What follows belongs to an exercise in optimizing a design on an open flow for small area; a production flow would make more cautious choices.
In this exercise RTL edits were held to simulation tests only and were not proved equivalent to the original.
The flow treats the clock pin as an ideal source, which a real chip does not have.
Power is estimated from default activity; no workload was simulated.

==> inputs of exp/umber <==
==> flow/design.v <==
module BCD_Up_Down_Counter_top(
    input clk,
    input reset,
    input load,
    input [3:0] in,
    input [2:0] sel,
    input [4:0] speed,
    input upDown,
    input en,
    output [7:0] AN,
    output reg [6:0] a_to_g,
    output DP
);
    assign DP = 1'b1;
    reg [6:0] y;
    reg div;
    wire wrap = y[6];
    wire tick = wrap & ~div;
    always @(posedge clk) begin
        if (reset | wrap) y <= 7'd25;
        else y <= {1'b0, y[5:0]} + {2'b0, speed} + 7'd1;
        div <= ~reset & (div ^ wrap);
    end
    reg [1:0] rc;
    reg [2:0] S;
    always @(posedge clk) begin
        rc <= reset ? 2'b00 : {rc[0], ~rc[1]};
        if (reset) S <= 3'd0;
        else if (rc == 2'b10) S <= S + 3'd1;
    end
    wire [7:0] dsel = 8'b1 << S;
    assign AN = ~dsel;
    wire U = upDown;
    wire [3:0] v = {in[3], in[2] & ~in[3], in[1] & ~in[3], in[0] | (in[3] & (in[2] | in[1]))};
    reg [2:0] pc;
    always @(*)
        case (v[3:1])
            3'd0: pc = 3'b000;
            3'd1: pc = 3'b001;
            3'd2: pc = 3'b011;
            3'd3: pc = 3'b110;
            default: pc = 3'b100;
        endcase
    wire [3:0] w = reset ? {U, 2'b00, U} : {pc, v[0]};
    wire ld = tick & load;
    reg [31:0] op;
    wire [8:0] e;
    assign e[0] = tick & ~load & en;
    genvar i;
    generate
        for (i = 0; i < 8; i = i + 1) begin : g
            wire b0 = op[4*i], s0 = op[4*i+1], s1 = op[4*i+2], s2 = op[4*i+3];
            wire le = reset | (ld & (sel == i));
            wire pe = e[i] & (b0 ^ U);           
            wire m = ~(s1 | s0), n = ~(s2 | s1);
            assign e[i+1] = pe & m & (s2 ^ U);   
            wire [2:0] sh = U ? {m, s2, s1} : {s1, s0, n};
            wire [2:0] s = {s2, s1, s0};
            wire [2:0] ts = le ? w[3:1] ^ s : {3{pe}} & (sh ^ s);
            always @(posedge clk)
                op[4*i+3:4*i] <= {reset ? {U, 2'b00} : s ^ ts, le ? w[0] : b0 ^ e[i]};
        end
    endgenerate
    reg [3:0] digit;
    reg [3:0] dmux;
    integer k;
    always @(*) begin
        dmux = 4'b0000;
        for (k = 0; k < 8; k = k + 1)
            dmux = dmux | ({4{dsel[k]}} & op[4*k +: 4]);
    end
    always @(posedge clk) digit <= dmux;
    wire [3:0] d = digit;
    always @(*) begin
        a_to_g[6] = (~d[3] & d[2] & ~d[0]) | (~d[3] & ~d[1] & d[0]);
        a_to_g[5] = (~d[3] & d[2] & d[0]) | (d[3] & d[2] & ~d[0]);
        a_to_g[4] = ~d[2] & d[1] & ~d[0];
        a_to_g[3] = (~d[3] & d[2] & ~d[0]) | (~d[3] & ~d[1] & d[0]) | (d[3] & d[2] & d[0]);
        a_to_g[2] = (~d[3] & d[2]) | d[0];
        a_to_g[1] = ~((~d[3] & d[2]) | (d[3] & ~d[2]) | (~d[1] & ~d[0]));
        a_to_g[0] = (~d[3] & ~d[1]) | (d[3] & d[2] & d[0]);
    end
endmodule
==> flow/flow/run.sh <==
#!/bin/bash
# Own layout flow: the standard layout (standard.sh), with these changes:
#  - synthesis maps logic with an area-oriented ABC script (flow/abc_area.script)
#    instead of ORFS's delay-driven one, and without ORFS's full/half-adder
#    extraction; registers are mapped exactly as in the standard synthesis;
#  - the port buffers, and the buffer synthesis puts on the constant DP
#    output, are the smallest buffer, sky130_fd_sc_hd__buf_1;
#  - the clock tree is three clkbuf_8 leaf buffers driven by the clock port
#    (flow/clock_buffers.tcl, run as the pre-CTS hook); TritonCTS then finds
#    the clock already buffered and adds nothing.
# Each tool's output goes to the logs ORFS writes under orfs/logs; make's own
# output goes to flow_make.log in the work folder.
set -euo pipefail
W=$(cd "$(dirname "$0")/.." && pwd)
cd "$W"
cat > "$W/own_synth.tcl" <<EOT
proc abc {args} {
  set i [lsearch -exact \$args -script]
  if {\$i >= 0} { lset args [expr {\$i + 1}] $W/flow/abc_area.script }
  yosys abc {*}\$args
}
source $W/synth_recipe.tcl
EOT
bash "$W/standard.sh" SYNTH_SCRIPT="$W/own_synth.tcl" ADDER_MAP_FILE= \
  "MIN_BUF_CELL_AND_PORTS=sky130_fd_sc_hd__buf_1 A X" \
  "BUFFER_PORTS_ARGS=-buffer_cell sky130_fd_sc_hd__buf_1" \
  "PRE_CTS_TCL=$W/flow/clock_buffers.tcl" \
  "CTS_ARGS=-clk_nets clk -dont_use_dummy_load" \
  finish > "$W/flow_make.log" 2>&1
==> flow/flow/abc_area.script <==
strash
dch -f
amap -m
mfs -a
strash
dch -f
amap -m
mfs -a
strash
dch -f
amap -m
topo
==> flow/flow/clock_buffers.tcl <==
# Pre-CTS hook: drive the flip-flops from three clock buffers fed straight
# from the clock port, one per group of nearby flip-flops, in place of
# TritonCTS's H-tree (which adds a root buffer and smaller leaf clusters).
proc own_clock_buffers {cell} {
  set block [ord::get_db_block]
  set dbu [$block getDbUnitsPerMicron]
  set sinks {}
  foreach inst [$block getInsts] {
    foreach it [$inst getITerms] {
      set net [$it getNet]
      if {[[$it getMTerm] getName] eq "CLK" && $net ne "NULL" && [$net getName] eq "clk"} {
        set bb [$inst getBBox]
        lappend sinks [list [expr {([$bb xMin] + [$bb xMax]) / 2}] \
                            [expr {([$bb yMin] + [$bb yMax]) / 2}] [$inst getName]]
      }
    }
  }
  # one third by x, the other two thirds split in half by y
  set sinks [lsort -integer -index 0 $sinks]
  set total [llength $sinks]
  set cut [expr {$total / 3}]
  set rest [lsort -integer -index 1 [lrange $sinks $cut end]]
  set half [expr {[llength $rest] / 2}]
  set groups [list [lrange $sinks 0 [expr {$cut - 1}]] \
                   [lrange $rest 0 [expr {$half - 1}]] [lrange $rest $half end]]
  set g 0
  foreach grp $groups {
    set sx 0; set sy 0; set pins {}
    foreach s $grp {
      set sx [expr {$sx + [lindex $s 0]}]
      set sy [expr {$sy + [lindex $s 1]}]
      lappend pins [get_pins [lindex $s 2]/CLK]
    }
    set cx [expr {double($sx) / [llength $grp] / $dbu}]
    set cy [expr {double($sy) / [llength $grp] / $dbu}]
    puts "clock buffer $g: [llength $grp] flip-flops at ($cx, $cy)"
    insert_buffer -buffer_cell $cell -net clk -load_pins $pins -location [list $cx $cy] \
      -buffer_name clkbuf_leaf_$g -net_name clk_leaf_$g
    incr g
  }
}
own_clock_buffers sky130_fd_sc_hd__clkbuf_8
==> flow/standard.sh <==
#!/bin/bash
# synth_recipe.tcl (not shown) runs the flow's synth.tcl, then flattens the netlist and writes it again
# the make line also repeats each setting of config.mk as NAME=value (left out here)
make -C /OpenROAD-flow-scripts/flow DESIGN_CONFIG=/design/flow/config.mk WORK_HOME=/design/flow/orfs CLKGATE_MAP_FILE= SYNTH_SCRIPT=/design/flow/synth_recipe.tcl "${@:-finish}"
==> flow/config.mk <==
export PLATFORM = sky130hd
export DESIGN_NAME = BCD_Up_Down_Counter_top
export DESIGN_NICKNAME = BCD_Up_Down_Counter_top
export VERILOG_FILES = /design/flow/design.v
export SDC_FILE = /design/flow/constraint.sdc
export NUM_CORES = 4
export LEC_CHECK = 0
export CAP_MARGIN = 20
export CORE_MARGIN = 2
export CORE_UTILIZATION = 75
export GPL_TIMING_DRIVEN = 0
export SLEW_MARGIN = 20
==> flow/constraint.sdc <==
create_clock -name core_clock -period 10.0 [get_ports {clk}]
set_input_delay 2.0000 -clock core_clock [delete_from_list [all_inputs] [get_ports {clk}]]
set_output_delay 2.0000 -clock core_clock [all_outputs]
set_load 0.01 [all_outputs]
==> inputs of exp/raven, as changes to exp/umber <==
--- a/flow/design.v
+++ b/flow/design.v
@@ -56,8 +56,6 @@
             assign e[i+1] = pe & m & (s2 ^ U);   
             wire [2:0] sh = U ? {m, s2, s1} : {s1, s0, n};
-            wire [2:0] s = {s2, s1, s0};
-            wire [2:0] ts = le ? w[3:1] ^ s : {3{pe}} & (sh ^ s);
             always @(posedge clk)
-                op[4*i+3:4*i] <= {reset ? {U, 2'b00} : s ^ ts, le ? w[0] : b0 ^ e[i]};
+                op[4*i+3:4*i] <= le ? w : {pe ? sh : {s2, s1, s0}, b0 ^ e[i]};
         end
     endgenerate
--- a/flow/flow/run.sh
+++ b/flow/flow/run.sh
@@ -4,6 +4,5 @@
 #    instead of ORFS's delay-driven one, and without ORFS's full/half-adder
 #    extraction; registers are mapped exactly as in the standard synthesis;
-#  - the port buffers, and the buffer synthesis puts on the constant DP
-#    output, are the smallest buffer, sky130_fd_sc_hd__buf_1;
+#  - the port buffers are the smallest buffer, sky130_fd_sc_hd__buf_1;
 #  - the clock tree is three clkbuf_8 leaf buffers driven by the clock port
 #    (flow/clock_buffers.tcl, run as the pre-CTS hook); TritonCTS then finds
@@ -23,5 +22,4 @@
 EOT
 bash "$W/standard.sh" SYNTH_SCRIPT="$W/own_synth.tcl" ADDER_MAP_FILE= \
-  "MIN_BUF_CELL_AND_PORTS=sky130_fd_sc_hd__buf_1 A X" \
   "BUFFER_PORTS_ARGS=-buffer_cell sky130_fd_sc_hd__buf_1" \
   "PRE_CTS_TCL=$W/flow/clock_buffers.tcl" \
- CORE_UTILIZATION: 75 -> 60
==> results.yml <==
worst_setup_path:
  crit_cells: 18
  cp.required_ns: 9.81
  cpPeakStageDelay_ns: 0.65
  r2r_slack_ns: 3.85
  cp_top_family: "simple AND/OR/NAND/NOR gates"
min_path:
  hold_end: "rc[1]"
power:
  p_seq_uw: 247
  internal_power_uw: 293
cells_and_area:
  area_delta_synth_final_pct: 8.35
  nFillCells: 384
logic_synthesis:
  synth_nets: 353
  syn_area_per_cell_um2: 7.94
sta:
  max_slew_margin: 0.340
global_route:
  use_met1: 0.338
  use_met2: 0.455
  grt_use_total: 0.252
status:
  outcome: "timing/DRC/antenna clean"
That was exp/raven.
==> results.yml <==
cells_and_area:
  nFillCells: 219
  multi_input_area_share: 0.482
status:
  outcome: "timing/DRC/antenna clean"
routing:
  met1_length_mm: 2.63
  top_layer: "met4"
  viasPerCell: 6.59
placed_design:
  io_buffer_count: 31
worst_setup_path:
  crit_cells: 26
  cp_top_family: "compound AO/OA/AOI/OAI gates"
  r2r_slack_ns: 2.65
  cpPeakStageDelay_ns: 0.54
  cp.required_ns: 10.09
global_route:
  use_met1: 0.412
  use_met2: 0.602
  grt_use_total: 0.342
logic_synthesis:
  synth_nets: 382
sta:
  max_slew_margin: 0.383
That was exp/umber.

-- separate check: timing with driven ports --
Ports are ideal in the flow. The routed layouts listed here were re-timed in OpenROAD.
Step 1 assumes that a clkbuf_16 drives the clock port and a buf_2 every other input.
Step 2, shift: input delay + t, output delay - t, t = (earliest + latest rising clock arrival at the registers) / 2. This alone moves slack from input paths to output paths.
Slacks: ideal ports / drivers / drivers and shift; pairs: ideal ports / drivers.
run	shift t [ns]	slack for setup (ns)	latest minus earliest clock arrival (ns)	slew at the worst register clock pin (ns)
exp/umber	0.204	0.793 / 0.823 / 0.619	0.003 / 0.003	0.10 / 0.10
exp/raven	0.201	1.493 / 1.518 / 1.317	0.010 / 0.010	0.10 / 0.10
After both steps setup and hold are still met in every run listed. For exp/raven, which loses most, drivers alone change the setup slack by +0.025 ns; drivers and shift together by -0.176 ns.
